Background: an optimization exercise with open tools, aiming at small area and a short achievable clock period. Do not read the settings as production practice.
No functional check of the RTL was part of any run shown here.
Power figures rest on the tool's default switching activity, not on a simulated workload.

==> flow/design.v (outline; a module is shown in full before it is edited, if it fits) <==
// module mult_unsigned: 1754 lines
module mult_unsigned (
	input clk, rst,
	input [15:0] A,
	input [23:0] B,
	output [39:0] result
);
  // ...
==> flow/run.sh <==
#!/bin/bash
# synth_recipe.tcl (not shown) runs the flow's synth.tcl, then flattens the netlist and writes it again
# the make line also repeats each setting of config.mk as NAME=value (left out here)
make -C /OpenROAD-flow-scripts/flow DESIGN_CONFIG=/design/flow/config.mk WORK_HOME=/design/flow/orfs CLKGATE_MAP_FILE= SYNTH_SCRIPT=/design/flow/synth_recipe.tcl finish
==> flow/config.mk <==
export PLATFORM = sky130hd
export DESIGN_NAME = mult_unsigned
export DESIGN_NICKNAME = mult_unsigned
export VERILOG_FILES = /design/flow/design.v
export SDC_FILE = /design/flow/constraint.sdc
export NUM_CORES = 4
export LEC_CHECK = 0
export CAP_MARGIN = 20
export CORE_MARGIN = 2
export CORE_UTILIZATION = 40
export SETUP_SLACK_MARGIN = 5
export SLEW_MARGIN = 20
==> flow/constraint.sdc <==
create_clock -name core_clock -period 8.0 [get_ports {clk}]
set_input_delay 1.6000 -clock core_clock [delete_from_list [all_inputs] [get_ports {clk}]]
set_output_delay 1.6000 -clock core_clock [all_outputs]
set_load 0.01 [all_outputs]
==> summary.txt, run 1 <==
# TYPE chip_impl_metric gauge
chip_impl_info{name="outcome",value="finished clean"} 1
chip_impl_metric{name="met3_wirelength",unit="µm"} 9480
chip_impl_metric{name="finalClockSkew",unit="ns"} 0.0284
chip_impl_metric{name="power.net_switching",unit="mW"} 3.36
chip_impl_info{name="biggestCellCategory",value="multi-input combinational cells"} 1
chip_impl_metric{name="buffer_count_from_post_cts_setup_fixing",unit=""} 51
chip_impl_metric{name="finalWirelength",unit="µm"} 66500
chip_impl_metric{name="place.gp.congestion",unit=""} 0.889
chip_impl_metric{name="totalNegativeSetupSlack",unit="ns"} 0
chip_impl_info{name="combinational_family_with_the_most_area_after_synthesis",value="adder cells"} 1
chip_impl_metric{name="layout.cell_area.non_filler",unit="µm²"} 23900
chip_impl_metric{name="placed_area",unit="µm²"} 19800
chip_impl_info{name="synth.area.top_cells",value="sky130_fd_sc_hd__dfxtp_1 (25%), sky130_fd_sc_hd__fa_1 (18%), sky130_fd_sc_hd__dfrtp_1 (5.9%), sky130_fd_sc_hd__a21oi_1 (5.4%), sky130_fd_sc_hd__nand2_1 (5.0%)"} 1
chip_impl_info{name="power_top_consumer",value="combinational logic"} 1
chip_impl_metric{name="slew_violations",unit=""} 0
chip_impl_info{name="commonest_cells_in_the_netlist",value="sky130_fd_sc_hd__nand2_1 (252), sky130_fd_sc_hd__dfxtp_1 (236), sky130_fd_sc_hd__a21oi_1 (204)"} 1
chip_impl_metric{name="synth_sequential_area_ratio",unit="%"} 31.1
chip_impl_metric{name="syn_std_cell_area",unit="µm²"} 18800
chip_impl_metric{name="met2_length",unit="µm"} 27400
chip_impl_metric{name="n_all_inverters",unit=""} 174
chip_impl_metric{name="synth-compound-area-share",unit="%"} 19.9
chip_impl_metric{name="route.antenna.remaining_nets",unit=""} 0
chip_impl_metric{name="post-route-min-period",unit="ns"} 3.13
chip_impl_metric{name="nMultiInputCombCells",unit=""} 1518
chip_impl_metric{name="grt_overflow",unit=""} 0
chip_impl_metric{name="hold_violations",unit=""} 0
chip_impl_metric{name="critical_path_peak_fanout",unit=""} 4
chip_impl_metric{name="number_of_sequential_cells_in_the_layout",unit=""} 280
chip_impl_metric{name="power.density",unit="nW/µm²"} 355
chip_impl_info{name="worst_setup_path_start_kind",value="flop"} 1
chip_impl_metric{name="achievable-frequency",unit="GHz"} 0.320
chip_impl_metric{name="worst-endpoint-required",unit="ns"} 8.45
chip_impl_info{name="grt_setup_unrepaired",value="yes"} 1
chip_impl_metric{name="multiInputGateArea",unit="µm²"} 12500
chip_impl_metric{name="post_cts_resized",unit=""} 250
chip_impl_info{name="worst_r2r_endpoint",value="r3[33]$_DFF_P_"} 1
==> run 2: changes to the inputs <==
--- a/flow/design.v
+++ b/flow/design.v
@@ -1,17 +1,17 @@
 module mult_unsigned (
 	input clk, rst,
 	input [15:0] A,
 	input [23:0] B,
 	output [39:0] result
 );
 reg [15:0] ra;
 reg [23:0] rb;
-reg [115:0] r2;
+reg [78:0] r2;
 reg [39:0] r3, r4, r5;
 reg [3:0] v;
 wire one1;
 wire two2;
 wire pp3;
 wire pp4;
 wire pp5;
 wire pp6;
@@ -1409,172 +1409,172 @@
 assign s537 = pp219 ^ c470 ^ c472;
 assign c538 = (pp219 & c470) | (pp219 & c472) | (c470 & c472);
 assign s539 = pp194 ^ pp220 ^ s475;
 assign c540 = (pp194 & pp220) | (pp194 & s475) | (pp220 & s475);
 assign s541 = i255 ^ pp195 ^ pp221;
 assign c542 = (i255 & pp195) | (i255 & pp221) | (pp195 & pp221);
 assign s543 = ns196 ^ pp246 ^ pp245;
 assign c544 = (ns196 & pp246) | (ns196 & pp245) | (pp246 & pp245);
-assign s545 = r2[3] ^ r2[4];
-assign c546 = r2[3] & r2[4];
-assign s547 = r2[6] ^ r2[7];
-assign c548 = r2[6] & r2[7];
-assign s549 = r2[8] ^ r2[9] ^ r2[10];
-assign c550 = (r2[8] & r2[9]) | (r2[8] & r2[10]) | (r2[9] & r2[10]);
-assign s551 = r2[11] ^ r2[12] ^ r2[13];
-assign c552 = (r2[11] & r2[12]) | (r2[11] & r2[13]) | (r2[12] & r2[13]);
-assign s553 = r2[14] ^ r2[15] ^ r2[16];
-assign c554 = (r2[14] & r2[15]) | (r2[14] & r2[16]) | (r2[15] & r2[16]);
-assign s555 = r2[17] ^ r2[18] ^ r2[19];
-assign c556 = (r2[17] & r2[18]) | (r2[17] & r2[19]) | (r2[18] & r2[19]);
-assign s557 = r2[20] ^ r2[21] ^ r2[22];
-assign c558 = (r2[20] & r2[21]) | (r2[20] & r2[22]) | (r2[21] & r2[22]);
-assign s559 = r2[23] ^ r2[24] ^ r2[25];
-assign c560 = (r2[23] & r2[24]) | (r2[23] & r2[25]) | (r2[24] & r2[25]);
-assign s561 = r2[26] ^ r2[27] ^ r2[28];
-assign c562 = (r2[26] & r2[27]) | (r2[26] & r2[28]) | (r2[27] & r2[28]);
-assign s563 = r2[29] ^ r2[30] ^ r2[31];
-assign c564 = (r2[29] & r2[30]) | (r2[29] & r2[31]) | (r2[30] & r2[31]);
-assign s565 = r2[32] ^ r2[33] ^ r2[34];
-assign c566 = (r2[32] & r2[33]) | (r2[32] & r2[34]) | (r2[33] & r2[34]);
-assign s567 = r2[35] ^ r2[36] ^ r2[37];
-assign c568 = (r2[35] & r2[36]) | (r2[35] & r2[37]) | (r2[36] & r2[37]);
-assign s569 = r2[38] ^ r2[39] ^ r2[40];
-assign c570 = (r2[38] & r2[39]) | (r2[38] & r2[40]) | (r2[39] & r2[40]);
-assign s571 = r2[41] ^ r2[42] ^ r2[43];
-assign c572 = (r2[41] & r2[42]) | (r2[41] & r2[43]) | (r2[42] & r2[43]);
-assign s573 = r2[44] ^ r2[45] ^ r2[46];
-assign c574 = (r2[44] & r2[45]) | (r2[44] & r2[46]) | (r2[45] & r2[46]);
-assign s575 = r2[47] ^ r2[48] ^ r2[49];
-assign c576 = (r2[47] & r2[48]) | (r2[47] & r2[49]) | (r2[48] & r2[49]);
-assign s577 = r2[50] ^ r2[51] ^ r2[52];
-assign c578 = (r2[50] & r2[51]) | (r2[50] & r2[52]) | (r2[51] & r2[52]);
-assign s579 = r2[53] ^ r2[54] ^ r2[55];
-assign c580 = (r2[53] & r2[54]) | (r2[53] & r2[55]) | (r2[54] & r2[55]);
-assign s581 = r2[56] ^ r2[57] ^ r2[58];
-assign c582 = (r2[56] & r2[57]) | (r2[56] & r2[58]) | (r2[57] & r2[58]);
-assign s583 = r2[59] ^ r2[60] ^ r2[61];
-assign c584 = (r2[59] & r2[60]) | (r2[59] & r2[61]) | (r2[60] & r2[61]);
-assign s585 = r2[62] ^ r2[63] ^ r2[64];
-assign c586 = (r2[62] & r2[63]) | (r2[62] & r2[64]) | (r2[63] & r2[64]);
-assign s587 = r2[65] ^ r2[66] ^ r2[67];
-assign c588 = (r2[65] & r2[66]) | (r2[65] & r2[67]) | (r2[66] & r2[67]);
-assign s589 = r2[68] ^ r2[69] ^ r2[70];
-assign c590 = (r2[68] & r2[69]) | (r2[68] & r2[70]) | (r2[69] & r2[70]);
-assign s591 = r2[71] ^ r2[72] ^ r2[73];
-assign c592 = (r2[71] & r2[72]) | (r2[71] & r2[73]) | (r2[72] & r2[73]);
-assign s593 = r2[74] ^ r2[75] ^ r2[76];
-assign c594 = (r2[74] & r2[75]) | (r2[74] & r2[76]) | (r2[75] & r2[76]);
-assign s595 = r2[77] ^ r2[78] ^ r2[79];
-assign c596 = (r2[77] & r2[78]) | (r2[77] & r2[79]) | (r2[78] & r2[79]);
-assign s597 = r2[80] ^ r2[81] ^ r2[82];
-assign c598 = (r2[80] & r2[81]) | (r2[80] & r2[82]) | (r2[81] & r2[82]);
-assign s599 = r2[83] ^ r2[84] ^ r2[85];
-assign c600 = (r2[83] & r2[84]) | (r2[83] & r2[85]) | (r2[84] & r2[85]);
-assign s601 = r2[86] ^ r2[87] ^ r2[88];
-assign c602 = (r2[86] & r2[87]) | (r2[86] & r2[88]) | (r2[87] & r2[88]);
-assign s603 = r2[89] ^ r2[90] ^ r2[91];
-assign c604 = (r2[89] & r2[90]) | (r2[89] & r2[91]) | (r2[90] & r2[91]);
-assign s605 = r2[92] ^ r2[93] ^ r2[94];
-assign c606 = (r2[92] & r2[93]) | (r2[92] & r2[94]) | (r2[93] & r2[94]);
-assign s607 = r2[95] ^ r2[96] ^ r2[97];
-assign c608 = (r2[95] & r2[96]) | (r2[95] & r2[97]) | (r2[96] & r2[97]);
-assign s609 = r2[98] ^ r2[99] ^ r2[100];
-assign c610 = (r2[98] & r2[99]) | (r2[98] & r2[100]) | (r2[99] & r2[100]);
-assign s611 = r2[101] ^ r2[102] ^ r2[103];
-assign c612 = (r2[101] & r2[102]) | (r2[101] & r2[103]) | (r2[102] & r2[103]);
-assign s613 = r2[104] ^ r2[105] ^ r2[106];
-assign c614 = (r2[104] & r2[105]) | (r2[104] & r2[106]) | (r2[105] & r2[106]);
-assign s615 = r2[107] ^ r2[108] ^ r2[109];
-assign c616 = (r2[107] & r2[108]) | (r2[107] & r2[109]) | (r2[108] & r2[109]);
-assign s617 = r2[110] ^ r2[111] ^ r2[112];
-assign c618 = (r2[110] & r2[111]) | (r2[110] & r2[112]) | (r2[111] & r2[112]);
-assign s619 = r2[113] ^ r2[114] ^ r2[115];
-assign c620 = (r2[113] & r2[114]) | (r2[113] & r2[115]) | (r2[114] & r2[115]);
+assign s545 = ra[3] ^ pp5;
+assign c546 = ra[3] & pp5;
+assign s547 = pp6 ^ pp32;
+assign c548 = pp6 & pp32;
+assign s549 = pp33 ^ pp59 ^ s477;
+assign c550 = (pp33 & pp59) | (pp33 & s477) | (pp59 & s477);
+assign s551 = pp60 ^ c478 ^ s479;
+assign c552 = (pp60 & c478) | (pp60 & s479) | (c478 & s479);
+assign s553 = c480 ^ s365 ^ s481;
+assign c554 = (c480 & s365) | (c480 & s481) | (s365 & s481);
+assign s555 = c482 ^ s367 ^ s483;
+assign c556 = (c482 & s367) | (c482 & s483) | (s367 & s483);
+assign s557 = s371 ^ c484 ^ s485;
+assign c558 = (s371 & c484) | (s371 & s485) | (c484 & s485);
+assign s559 = s375 ^ c486 ^ s487;
+assign c560 = (s375 & c486) | (s375 & s487) | (c486 & s487);
+assign s561 = c488 ^ s379 ^ s489;
+assign c562 = (c488 & s379) | (c488 & s489) | (s379 & s489);
+assign s563 = c490 ^ s383 ^ s491;
+assign c564 = (c490 & s383) | (c490 & s491) | (s383 & s491);
+assign s565 = s387 ^ c492 ^ s493;
+assign c566 = (s387 & c492) | (s387 & s493) | (c492 & s493);
+assign s567 = s391 ^ c494 ^ s495;
+assign c568 = (s391 & c494) | (s391 & s495) | (c494 & s495);
+assign s569 = s395 ^ c496 ^ s497;
+assign c570 = (s395 & c496) | (s395 & s497) | (c496 & s497);
+assign s571 = s399 ^ c498 ^ s499;
+assign c572 = (s399 & c498) | (s399 & s499) | (c498 & s499);
+assign s573 = s403 ^ c500 ^ s501;
+assign c574 = (s403 & c500) | (s403 & s501) | (c500 & s501);
+assign s575 = s407 ^ c502 ^ s503;
+assign c576 = (s407 & c502) | (s407 & s503) | (c502 & s503);
+assign s577 = s411 ^ c504 ^ s505;
+assign c578 = (s411 & c504) | (s411 & s505) | (c504 & s505);
+assign s579 = s415 ^ c506 ^ s507;
+assign c580 = (s415 & c506) | (s415 & s507) | (c506 & s507);
+assign s581 = s419 ^ c508 ^ s509;
+assign c582 = (s419 & c508) | (s419 & s509) | (c508 & s509);
+assign s583 = s423 ^ c510 ^ s511;
+assign c584 = (s423 & c510) | (s423 & s511) | (c510 & s511);
+assign s585 = s427 ^ c512 ^ s513;
+assign c586 = (s427 & c512) | (s427 & s513) | (c512 & s513);
+assign s587 = s431 ^ c514 ^ s515;
+assign c588 = (s431 & c514) | (s431 & s515) | (c514 & s515);
+assign s589 = s435 ^ c516 ^ s517;
+assign c590 = (s435 & c516) | (s435 & s517) | (c516 & s517);
+assign s591 = s439 ^ c518 ^ s519;
+assign c592 = (s439 & c518) | (s439 & s519) | (c518 & s519);
+assign s593 = s443 ^ c520 ^ s521;
+assign c594 = (s443 & c520) | (s443 & s521) | (c520 & s521);
+assign s595 = s447 ^ c522 ^ s523;
+assign c596 = (s447 & c522) | (s447 & s523) | (c522 & s523);
+assign s597 = s451 ^ c524 ^ s525;
+assign c598 = (s451 & c524) | (s451 & s525) | (c524 & s525);
+assign s599 = s455 ^ c526 ^ s527;
+assign c600 = (s455 & c526) | (s455 & s527) | (c526 & s527);
+assign s601 = s459 ^ c528 ^ s529;
+assign c602 = (s459 & c528) | (s459 & s529) | (c528 & s529);
+assign s603 = c460 ^ c530 ^ s531;
+assign c604 = (c460 & c530) | (c460 & s531) | (c530 & s531);
+assign s605 = c464 ^ s533 ^ c532;
+assign c606 = (c464 & s533) | (c464 & c532) | (s533 & c532);
+assign s607 = c468 ^ s535 ^ c534;
+assign c608 = (c468 & s535) | (c468 & c534) | (s535 & c534);
+assign s609 = s473 ^ s537 ^ c536;
+assign c610 = (s473 & s537) | (s473 & c536) | (s537 & c536);
+assign s611 = c474 ^ s539 ^ c538;
+assign c612 = (c474 & s539) | (c474 & c538) | (s539 & c538);
+assign s613 = c476 ^ s541 ^ c540;
+assign c614 = (c476 & s541) | (c476 & c540) | (s541 & c540);
+assign s615 = pp222 ^ s543 ^ c542;
+assign c616 = (pp222 & s543) | (pp222 & c542) | (s543 & c542);
+assign s617 = i256 ^ pp223 ^ c544;
+assign c618 = (i256 & pp223) | (i256 & c544) | (pp223 & c544);
+assign s619 = ns224 ^ pp248 ^ pp247;
+assign c620 = (ns224 & pp248) | (ns224 & pp247) | (pp248 & pp247);
 assign g621 = r2[0] & r2[1];
 assign p622 = r2[0] ^ r2[1];
 assign g623 = r2[2] & 1'b0;
 assign p624 = r2[2] ^ 1'b0;
-assign g625 = r2[5] & s545;
-assign p626 = r2[5] ^ s545;
-assign g627 = c546 & s547;
-assign p628 = c546 ^ s547;
-assign g629 = c548 & s549;
-assign p630 = c548 ^ s549;
-assign g631 = c550 & s551;
-assign p632 = c550 ^ s551;
-assign g633 = c552 & s553;
-assign p634 = c552 ^ s553;
-assign g635 = c554 & s555;
-assign p636 = c554 ^ s555;
-assign g637 = c556 & s557;
-assign p638 = c556 ^ s557;
-assign g639 = c558 & s559;
-assign p640 = c558 ^ s559;
-assign g641 = c560 & s561;
-assign p642 = c560 ^ s561;
-assign g643 = c562 & s563;
-assign p644 = c562 ^ s563;
-assign g645 = c564 & s565;
-assign p646 = c564 ^ s565;
-assign g647 = c566 & s567;
-assign p648 = c566 ^ s567;
-assign g649 = c568 & s569;
-assign p650 = c568 ^ s569;
-assign g651 = c570 & s571;
-assign p652 = c570 ^ s571;
-assign g653 = c572 & s573;
-assign p654 = c572 ^ s573;
-assign g655 = c574 & s575;
-assign p656 = c574 ^ s575;
-assign g657 = c576 & s577;
-assign p658 = c576 ^ s577;
-assign g659 = c578 & s579;
-assign p660 = c578 ^ s579;
-assign g661 = c580 & s581;
-assign p662 = c580 ^ s581;
-assign g663 = c582 & s583;
-assign p664 = c582 ^ s583;
-assign g665 = c584 & s585;
-assign p666 = c584 ^ s585;
-assign g667 = c586 & s587;
-assign p668 = c586 ^ s587;
-assign g669 = c588 & s589;
-assign p670 = c588 ^ s589;
-assign g671 = c590 & s591;
-assign p672 = c590 ^ s591;
-assign g673 = c592 & s593;
-assign p674 = c592 ^ s593;
-assign g675 = c594 & s595;
-assign p676 = c594 ^ s595;
-assign g677 = c596 & s597;
-assign p678 = c596 ^ s597;
-assign g679 = c598 & s599;
-assign p680 = c598 ^ s599;
-assign g681 = c600 & s601;
-assign p682 = c600 ^ s601;
-assign g683 = c602 & s603;
-assign p684 = c602 ^ s603;
-assign g685 = c604 & s605;
-assign p686 = c604 ^ s605;
-assign g687 = c606 & s607;
-assign p688 = c606 ^ s607;
-assign g689 = c608 & s609;
-assign p690 = c608 ^ s609;
-assign g691 = c610 & s611;
-assign p692 = c610 ^ s611;
-assign g693 = c612 & s613;
-assign p694 = c612 ^ s613;
-assign g695 = c614 & s615;
-assign p696 = c614 ^ s615;
-assign g697 = c616 & s617;
-assign p698 = c616 ^ s617;
-assign g699 = c618 & s619;
-assign p700 = c618 ^ s619;
+assign g625 = r2[3] & r2[4];
+assign p626 = r2[3] ^ r2[4];
+assign g627 = r2[5] & r2[6];
+assign p628 = r2[5] ^ r2[6];
+assign g629 = r2[7] & r2[8];
+assign p630 = r2[7] ^ r2[8];
+assign g631 = r2[9] & r2[10];
+assign p632 = r2[9] ^ r2[10];
+assign g633 = r2[11] & r2[12];
+assign p634 = r2[11] ^ r2[12];
+assign g635 = r2[13] & r2[14];
+assign p636 = r2[13] ^ r2[14];
+assign g637 = r2[15] & r2[16];
+assign p638 = r2[15] ^ r2[16];
+assign g639 = r2[17] & r2[18];
+assign p640 = r2[17] ^ r2[18];
+assign g641 = r2[19] & r2[20];
+assign p642 = r2[19] ^ r2[20];
+assign g643 = r2[21] & r2[22];
+assign p644 = r2[21] ^ r2[22];
+assign g645 = r2[23] & r2[24];
+assign p646 = r2[23] ^ r2[24];
+assign g647 = r2[25] & r2[26];
+assign p648 = r2[25] ^ r2[26];
+assign g649 = r2[27] & r2[28];
+assign p650 = r2[27] ^ r2[28];
+assign g651 = r2[29] & r2[30];
+assign p652 = r2[29] ^ r2[30];
+assign g653 = r2[31] & r2[32];
+assign p654 = r2[31] ^ r2[32];
+assign g655 = r2[33] & r2[34];
+assign p656 = r2[33] ^ r2[34];
+assign g657 = r2[35] & r2[36];
+assign p658 = r2[35] ^ r2[36];
+assign g659 = r2[37] & r2[38];
+assign p660 = r2[37] ^ r2[38];
+assign g661 = r2[39] & r2[40];
+assign p662 = r2[39] ^ r2[40];
+assign g663 = r2[41] & r2[42];
+assign p664 = r2[41] ^ r2[42];
+assign g665 = r2[43] & r2[44];
+assign p666 = r2[43] ^ r2[44];
+assign g667 = r2[45] & r2[46];
+assign p668 = r2[45] ^ r2[46];
+assign g669 = r2[47] & r2[48];
+assign p670 = r2[47] ^ r2[48];
+assign g671 = r2[49] & r2[50];
+assign p672 = r2[49] ^ r2[50];
+assign g673 = r2[51] & r2[52];
+assign p674 = r2[51] ^ r2[52];
+assign g675 = r2[53] & r2[54];
+assign p676 = r2[53] ^ r2[54];
+assign g677 = r2[55] & r2[56];
+assign p678 = r2[55] ^ r2[56];
+assign g679 = r2[57] & r2[58];
+assign p680 = r2[57] ^ r2[58];
+assign g681 = r2[59] & r2[60];
+assign p682 = r2[59] ^ r2[60];
+assign g683 = r2[61] & r2[62];
+assign p684 = r2[61] ^ r2[62];
+assign g685 = r2[63] & r2[64];
+assign p686 = r2[63] ^ r2[64];
+assign g687 = r2[65] & r2[66];
+assign p688 = r2[65] ^ r2[66];
+assign g689 = r2[67] & r2[68];
+assign p690 = r2[67] ^ r2[68];
+assign g691 = r2[69] & r2[70];
+assign p692 = r2[69] ^ r2[70];
+assign g693 = r2[71] & r2[72];
+assign p694 = r2[71] ^ r2[72];
+assign g695 = r2[73] & r2[74];
+assign p696 = r2[73] ^ r2[74];
+assign g697 = r2[75] & r2[76];
+assign p698 = r2[75] ^ r2[76];
+assign g699 = r2[77] & r2[78];
+assign p700 = r2[77] ^ r2[78];
 assign g701 = g623 | (p624 & g621);
 assign g702 = g627 | (p628 & g625);
 assign p703 = p628 & p626;
 assign g704 = g631 | (p632 & g629);
 assign p705 = p632 & p630;
 assign g706 = g635 | (p636 & g633);
 assign p707 = p636 & p634;
 assign g708 = g639 | (p640 & g637);
@@ -1726,23 +1726,23 @@
 assign g854 = g685 | (p686 & g853);
 assign g855 = g732 | (p733 & g853);
 assign g856 = g770 | (p771 & g853);
 assign g857 = g772 | (p773 & g853);
 assign g858 = g806 | (p807 & g853);
 assign g859 = g808 | (p809 & g853);
 assign g860 = g810 | (p811 & g853);
 assign g861 = g812 | (p813 & g853);
-wire [39:0] sx = {c618, c616, c614, c612, c610, c608, c606, c604, c602, c600, c598, c596, c594, c592, c590, c588, c586, c584, c582, c580, c578, c576, c574, c572, c570, c568, c566, c564, c562, c560, c558, c556, c554, c552, c550, c548, c546, r2[5], r2[2], r2[0]};
-wire [39:0] sy = {s619, s617, s615, s613, s611, s609, s607, s605, s603, s601, s599, s597, s595, s593, s591, s589, s587, s585, s583, s581, s579, s577, s575, s573, s571, s569, s567, s565, s563, s561, s559, s557, s555, s553, s551, s549, s547, s545, 1'b0, r2[1]};
+wire [39:0] sx = {r2[77], r2[75], r2[73], r2[71], r2[69], r2[67], r2[65], r2[63], r2[61], r2[59], r2[57], r2[55], r2[53], r2[51], r2[49], r2[47], r2[45], r2[43], r2[41], r2[39], r2[37], r2[35], r2[33], r2[31], r2[29], r2[27], r2[25], r2[23], r2[21], r2[19], r2[17], r2[15], r2[13], r2[11], r2[9], r2[7], r2[5], r2[3], r2[2], r2[0]};
+wire [39:0] sy = {r2[78], r2[76], r2[74], r2[72], r2[70], r2[68], r2[66], r2[64], r2[62], r2[60], r2[58], r2[56], r2[54], r2[52], r2[50], r2[48], r2[46], r2[44], r2[42], r2[40], r2[38], r2[36], r2[34], r2[32], r2[30], r2[28], r2[26], r2[24], r2[22], r2[20], r2[18], r2[16], r2[14], r2[12], r2[10], r2[8], r2[6], r2[4], 1'b0, r2[1]};
 wire [39:0] prod = {(p700 ^ g860), (p698 ^ g859), (p696 ^ g858), (p694 ^ g857), (p692 ^ g856), (p690 ^ g855), (p688 ^ g854), (p686 ^ g853), (p684 ^ g852), (p682 ^ g851), (p680 ^ g850), (p678 ^ g849), (p676 ^ g848), (p674 ^ g847), (p672 ^ g846), (p670 ^ g845), (p668 ^ g844), (p666 ^ g843), (p664 ^ g842), (p662 ^ g841), (p660 ^ g840), (p658 ^ g839), (p656 ^ g838), (p654 ^ g821), (p652 ^ g820), (p650 ^ g819), (p648 ^ g818), (p646 ^ g817), (p644 ^ g816), (p642 ^ g815), (p640 ^ g814), (p638 ^ g781), (p636 ^ g780), (p634 ^ g779), (p632 ^ g778), (p630 ^ g741), (p628 ^ g740), (p626 ^ g701), (p624 ^ g621), p622};
 always @(posedge clk) begin
 	ra <= A;
 	rb <= B;
-	r2 <= {pp247, pp248, ns224, pp223, i256, c544, s543, pp222, c542, s541, c476, c540, s539, c474, c538, s537, s473, c536, s535, c468, c534, s533, c464, c532, s531, c460, c530, s529, s459, c528, s527, s455, c526, s525, s451, c524, s523, s447, c522, s521, s443, c520, s519, s439, c518, s517, s435, c516, s515, s431, c514, s513, s427, c512, s511, s423, c510, s509, s419, c508, s507, s415, c506, s505, s411, c504, s503, s407, c502, s501, s403, c500, s499, s399, c498, s497, s395, c496, s495, s391, c494, s493, s387, c492, s491, s383, c490, s489, s379, c488, s487, s375, c486, s485, s371, c484, s483, s367, c482, s481, s365, c480, s479, pp60, c478, s477, pp59, pp33, pp32, pp6, pp31, pp5, ra[3], pp4, pp3, ra[1]};
+	r2 <= {s619, c618, s617, c616, s615, c614, s613, c612, s611, c610, s609, c608, s607, c606, s605, c604, s603, c602, s601, c600, s599, c598, s597, c596, s595, c594, s593, c592, s591, c590, s589, c588, s587, c586, s585, c584, s583, c582, s581, c580, s579, c578, s577, c576, s575, c574, s573, c572, s571, c570, s569, c568, s567, c566, s565, c564, s563, c562, s561, c560, s559, c558, s557, c556, s555, c554, s553, c552, s551, c550, s549, c548, s547, c546, s545, pp31, pp4, pp3, ra[1]};
 	r3 <= prod;
 	r4 <= r3;
 end
 always @(posedge clk or posedge rst) begin
 	if (rst) begin
 		v <= 4'b0;
 		r5 <= 40'b0;
 	end else begin
==> run 2 against run 1 <==
Compared with the run above:
- clock power decreased by about 20%
- sequential share of layout area down 5.3 points
- power shrank 22%
- core utilization is 5.1 points higher
- maximum frequency shrank 10%
- sequential cell count shrank 37
- cell area increased by 12%
- still clean
- area after synthesis up 2.0%
- count of clock-buffer cells in the layout down 12
- worst setup slack got worse by 0.35 ns
- sequential power shrank 13%
==> summary.txt, run 2 <==
# TYPE chip_impl_metric gauge
chip_impl_metric{name="place_hpwl",unit="µm"} 37100
chip_impl_metric{name="post_drt_via_cell_ratio",unit=""} 6.15
chip_impl_metric{name="achievable-frequency",unit="GHz"} 0.287
chip_impl_info{name="routed.top_layer",value="met4"} 1
chip_impl_info{name="grt_setup_unrepaired",value="yes"} 1
chip_impl_metric{name="numCtsBuffers",unit=""} 28
chip_impl_metric{name="die_width",unit="µm"} 223
chip_impl_metric{name="first_pass_iters",unit=""} 7
chip_impl_metric{name="grt_first_pass_wirelength",unit="µm"} 107000
chip_impl_info{name="yosys_most_used_dff",value="sky130_fd_sc_hd__dfxtp_1"} 1
chip_impl_metric{name="floorplan.initialDensity",unit="%"} 40.3
chip_impl_metric{name="layout.nets",unit=""} 2696
chip_impl_metric{name="holdBufCountCts",unit=""} 0
chip_impl_metric{name="grt_util_overall",unit="%"} 27.6
chip_impl_info{name="final_common_cell",value="sky130_fd_sc_hd__a21oi_1"} 1
chip_impl_info{name="root_buffer",value="sky130_fd_sc_hd__clkbuf_16"} 1
chip_impl_info{name="hold_path.class",value="flop to flop"} 1
chip_impl_info{name="worst_path_dominant_cell_family",value="adder cells"} 1
chip_impl_metric{name="placed_area",unit="µm²"} 20500
chip_impl_info{name="cell_taking_the_most_area_after_synthesis",value="sky130_fd_sc_hd__dfxtp_1"} 1
chip_impl_metric{name="synth.net_count",unit=""} 2548
chip_impl_metric{name="synth_enable_flop_cells",unit=""} 0
chip_impl_metric{name="layout-drive-gt1-share",unit="%"} 32.3
chip_impl_metric{name="worst-endpoint-required",unit="ns"} 8.48
chip_impl_metric{name="largest_register_ff_count",unit=""} 79
chip_impl_metric{name="arrival_time_at_the_worst_endpoint",unit="ns"} 3.97
chip_impl_info{name="outcome",value="finished clean"} 1
chip_impl_info{name="critPathKind",value="flop to flop"} 1
chip_impl_metric{name="route.antenna.remaining_nets",unit=""} 0
chip_impl_info{name="yosysMostFrequentCell",value="sky130_fd_sc_hd__a21oi_1"} 1
chip_impl_info{name="timing.critical_path.mode_cell",value="sky130_fd_sc_hd__fa_2"} 1
chip_impl_metric{name="layout.filler_cells",unit=""} 3944
chip_impl_info{name="registers.top_by_ff_count",value="r2"} 1
chip_impl_metric{name="grt_start_max_net_pins",unit=""} 56
chip_impl_info{name="critPathSlowestCell",value="sky130_fd_sc_hd__fa_2"} 1
chip_impl_metric{name="slew_violations",unit=""} 0
chip_impl_metric{name="drcViolationCount",unit=""} 0
chip_impl_info{name="cts_tree",value="done"} 1
chip_impl_metric{name="floorplan.io_pins",unit=""} 82
chip_impl_metric{name="die_h",unit="µm"} 223
chip_impl_metric{name="critical_path_peak_fanout",unit=""} 6
chip_impl_metric{name="std_cell_rows",unit=""} 80
chip_impl_metric{name="worst_setup_hold_path_clk_slew",unit="ns"} 0.06
chip_impl_metric{name="synth-seq-cells",unit=""} 243
chip_impl_metric{name="met2_length",unit="µm"} 31400
chip_impl_info{name="synth.area.top_cells",value="sky130_fd_sc_hd__dfxtp_1 (21%), sky130_fd_sc_hd__fa_1 (18%), sky130_fd_sc_hd__a21oi_1 (7.4%), sky130_fd_sc_hd__dfrtp_1 (5.8%), sky130_fd_sc_hd__maj3_1 (4.1%)"} 1
chip_impl_metric{name="grt_overflow",unit=""} 0
chip_impl_metric{name="grt_pass1_vias",unit=""} 17954
chip_impl_metric{name="antenna_violations_before_repair",unit=""} 0
chip_impl_metric{name="cts_num_sinks",unit=""} 243
chip_impl_info{name="worst_setup_path_start_kind",value="flop"} 1
chip_impl_metric{name="post-route-period-util",unit="%"} 43.6
chip_impl_metric{name="met3_wirelength",unit="µm"} 8470
chip_impl_metric{name="post-route-min-period",unit="ns"} 3.48
chip_impl_metric{name="hold_violations",unit=""} 0
chip_impl_info{name="commonest_cells_after_routing_fill_and_taps_aside",value="sky130_fd_sc_hd__a21oi_1 (229), sky130_fd_sc_hd__nand2_1 (186), sky130_fd_sc_hd__dfxtp_1 (170), sky130_fd_sc_hd__inv_1 (134), sky130_fd_sc_hd__buf_4 (125)"} 1
chip_impl_metric{name="synth_async_sr_flop_share",unit="%"} 18.1
chip_impl_metric{name="max_cap_viol_count",unit=""} 0
chip_impl_metric{name="area_growth",unit="%"} 40.3
chip_impl_metric{name="synth_sequential_area_ratio",unit="%"} 26.6
chip_impl_metric{name="layout.cell_area.non_filler",unit="µm²"} 26800
chip_impl_metric{name="slowest_delay",unit="ns"} 0.56
chip_impl_metric{name="synth.avg_cell_area",unit="µm²"} 8.39
chip_impl_metric{name="postLayoutCoreUtil",unit="%"} 56.6
chip_impl_metric{name="timing.final.setup_violations",unit=""} 0
chip_impl_metric{name="static_leakage",unit="nW"} 10.9
chip_impl_metric{name="synth_largest_type_area_fraction",unit="%"} 20.8
chip_impl_metric{name="dieArea",unit="µm²"} 49600
chip_impl_metric{name="power.density",unit="nW/µm²"} 246
chip_impl_info{name="element_type_at_the_critical_path_end",value="flop"} 1
chip_impl_metric{name="core_area",unit="µm²"} 47400
chip_impl_metric{name="totalNegativeSetupSlack",unit="ns"} 0
chip_impl_metric{name="finalWirelength",unit="µm"} 72600
chip_impl_info{name="crit_chain",value="buf_12 > clkinvlp_4 > buf_12 > clkbuf_16 > o31ai_4 > a21oi_2 > fa_2 > inv_1 > fa_2 > fa_2 > inv_2 > fa_2"} 1
chip_impl_metric{name="initial_detailed_routing_violation_count",unit=""} 2659
chip_impl_metric{name="cts.path.max_buffers",unit=""} 3
chip_impl_metric{name="antenna-diode-count",unit=""} 0
chip_impl_metric{name="max_slew.worst_pin.slew",unit="ns"} 0.925
chip_impl_metric{name="drt-met1-wl",unit="µm"} 27400
chip_impl_metric{name="place.gp.congestion",unit=""} 0.897
chip_impl_metric{name="port_buffers",unit=""} 81
chip_impl_metric{name="yosys_warn_count",unit=""} 1
chip_impl_metric{name="htree_levels",unit=""} 1
chip_impl_metric{name="critical_path_buf_inv_count",unit=""} 6
chip_impl_metric{name="postSynthCellCount",unit=""} 2281
chip_impl_metric{name="ir_worst_vdd",unit="mV"} 0.185
chip_impl_metric{name="relSlewSlack",unit="%"} 38.3
chip_impl_metric{name="finalClockSkew",unit="ns"} 0.0344
chip_impl_metric{name="syn_std_cell_area",unit="µm²"} 19100
chip_impl_metric{name="worst_skew_pair.late_latency",unit="ns"} 0.58
chip_impl_info{name="commonest_cells_in_the_netlist",value="sky130_fd_sc_hd__a21oi_1 (281), sky130_fd_sc_hd__inv_1 (203), sky130_fd_sc_hd__dfxtp_1 (199)"} 1
chip_impl_metric{name="drt-wirelength-per-cell",unit="µm"} 23.7
chip_impl_metric{name="dr_total_vias",unit=""} 18856
chip_impl_metric{name="synth_cell_types",unit=""} 55
run 2: cell count changes after synthesis, moves of 26 or more:
cell,before,now
sky130_fd_sc_hd__a221oi_1,90,26
sky130_fd_sc_hd__o311a_1,3,29
sky130_fd_sc_hd__nand2_1,252,193
sky130_fd_sc_hd__inv_1,170,203
sky130_fd_sc_hd__o22ai_1,67,101
sky130_fd_sc_hd__nor2b_1,21,64
sky130_fd_sc_hd__o31ai_1,14,57
sky130_fd_sc_hd__dfxtp_1,236,199
sky130_fd_sc_hd__a211oi_1,8,59
sky130_fd_sc_hd__a21oi_1,204,281
sky130_fd_sc_hd__nor2_1,193,115
run 2: kinds of logic (layout without fill, tap and decap cells):
family / count (synthesis) / in the layout / synth area share [%]
compound gates: 730 / 730 / 24.3
other cells: 1 / 1 / 0.0196
mux: 1 / 1 / 0.0523
simple gates: 477 / 483 / 11.4
flops: 243 / 243 / 26.6
buf+inv: 458 / 622 / 8.99
xor+xnor: 68 / 68 / 3.11
fa+ha+maj: 303 / 303 / 25.5
run 2: path summary, 6_finish.rpt:
check                                     from                to  slack, ns  depth (start not counted)
worst min register to register  r3[21]$_DFF_P_    r4[21]$_DFF_P_       0.30                          0
max in group asynchronous                  rst  r5[34]$_DFF_PP0_       5.86                          2
worst min-delay path            r3[21]$_DFF_P_    r4[21]$_DFF_P_       0.30                          0
worst max-delay path             ra[6]$_DFF_P_    r2[58]$_DFF_P_       4.52                         12
worst max register to register   ra[6]$_DFF_P_    r2[58]$_DFF_P_       4.52                         12
min in group asynchronous                  rst  r5[10]$_DFF_PP0_       1.52                          2
run 2: power breakdown:
group / switching, mW / internal [mW] / leakage, nW
logic: 1.88 / 1.54 / 8.24
registers: 0.164 / 1.72 / 2.25
clock network: 0.535 / 0.767 / 0.460
total: 2.58 / 4.03 / 10.9
run 2: per-layer routing:
metal,track usage [%],vias up
li1,-,8180
met1,35.5,8938
met2,42.2,1345
met3,6.81,393
met4,16.4,0
met5,0,-
run 2: cell type report:
type                       count  area [µm²]  share of cell area, %
sequential                   243        5170                   19.3
clock buffer                  34         743                   2.77
timing repair buffer         356        4850                   18.1
clock inverter                18         206                  0.769
multi-input combinational   1586       14100                   52.6
inverter                     211         938                   3.50
tap                          615         769                   2.87
timing repair inverter         3        26.3                 0.0979
run 2: timing repair:
item                                    in CTS  in global routing
cloned                                      48                  6
endpoints found under the setup margin     103                 57
buffers inserted                           133                 55
gates resized for setup                    445                215
pin swaps                                  122                110
run 2: metrics by stage:
step / setup WS (ns) / power, mW / std cells / hold WS, ns
final: 4.52 / 6.61 / 3066 / 0.305
after floorplan: 4.80 / 3.94 / 2281 / 0.310
after CTS: 4.63 / 6.42 / 3005 / 0.316
after global placement: 3.08 / 4.67 / 2772 / 0.310
after detailed placement: 3.03 / 4.79 / 2772 / 0.312
after global routing: 4.46 / 7.15 / 3066 / 0.320

## re-timing with driven ports
How much do the figures lean on ideal ports? The routed layouts below were timed once more, with nothing changed but the port constraints. Step 1: set_driving_cell puts a clkbuf_16 on clk and a buf_2 on each other input, an assumption about the parent block. Step 2 adds t to the input delays and takes it off the output delays; t is the mean of the earliest and latest rising clock arrival at the registers after step 1. Input paths then give back, and output paths get back, about the clock's delay inside the block. a / b / c = no drivers / after step 1 / after step 2; a / b = the first two.
run | shift t [ns] | setup WS [ns] | latest minus earliest clock arrival (ns) | slew at the worst register clock pin (ns)
run 1 | 0.613 | 4.870 / 4.870 / 4.870 | 0.029 / 0.029 | 0.07 / 0.07
run 2 | 0.619 | 4.516 / 4.516 / 4.516 | 0.035 / 0.034 | 0.07 / 0.07
After both steps every run listed still meets setup and hold.
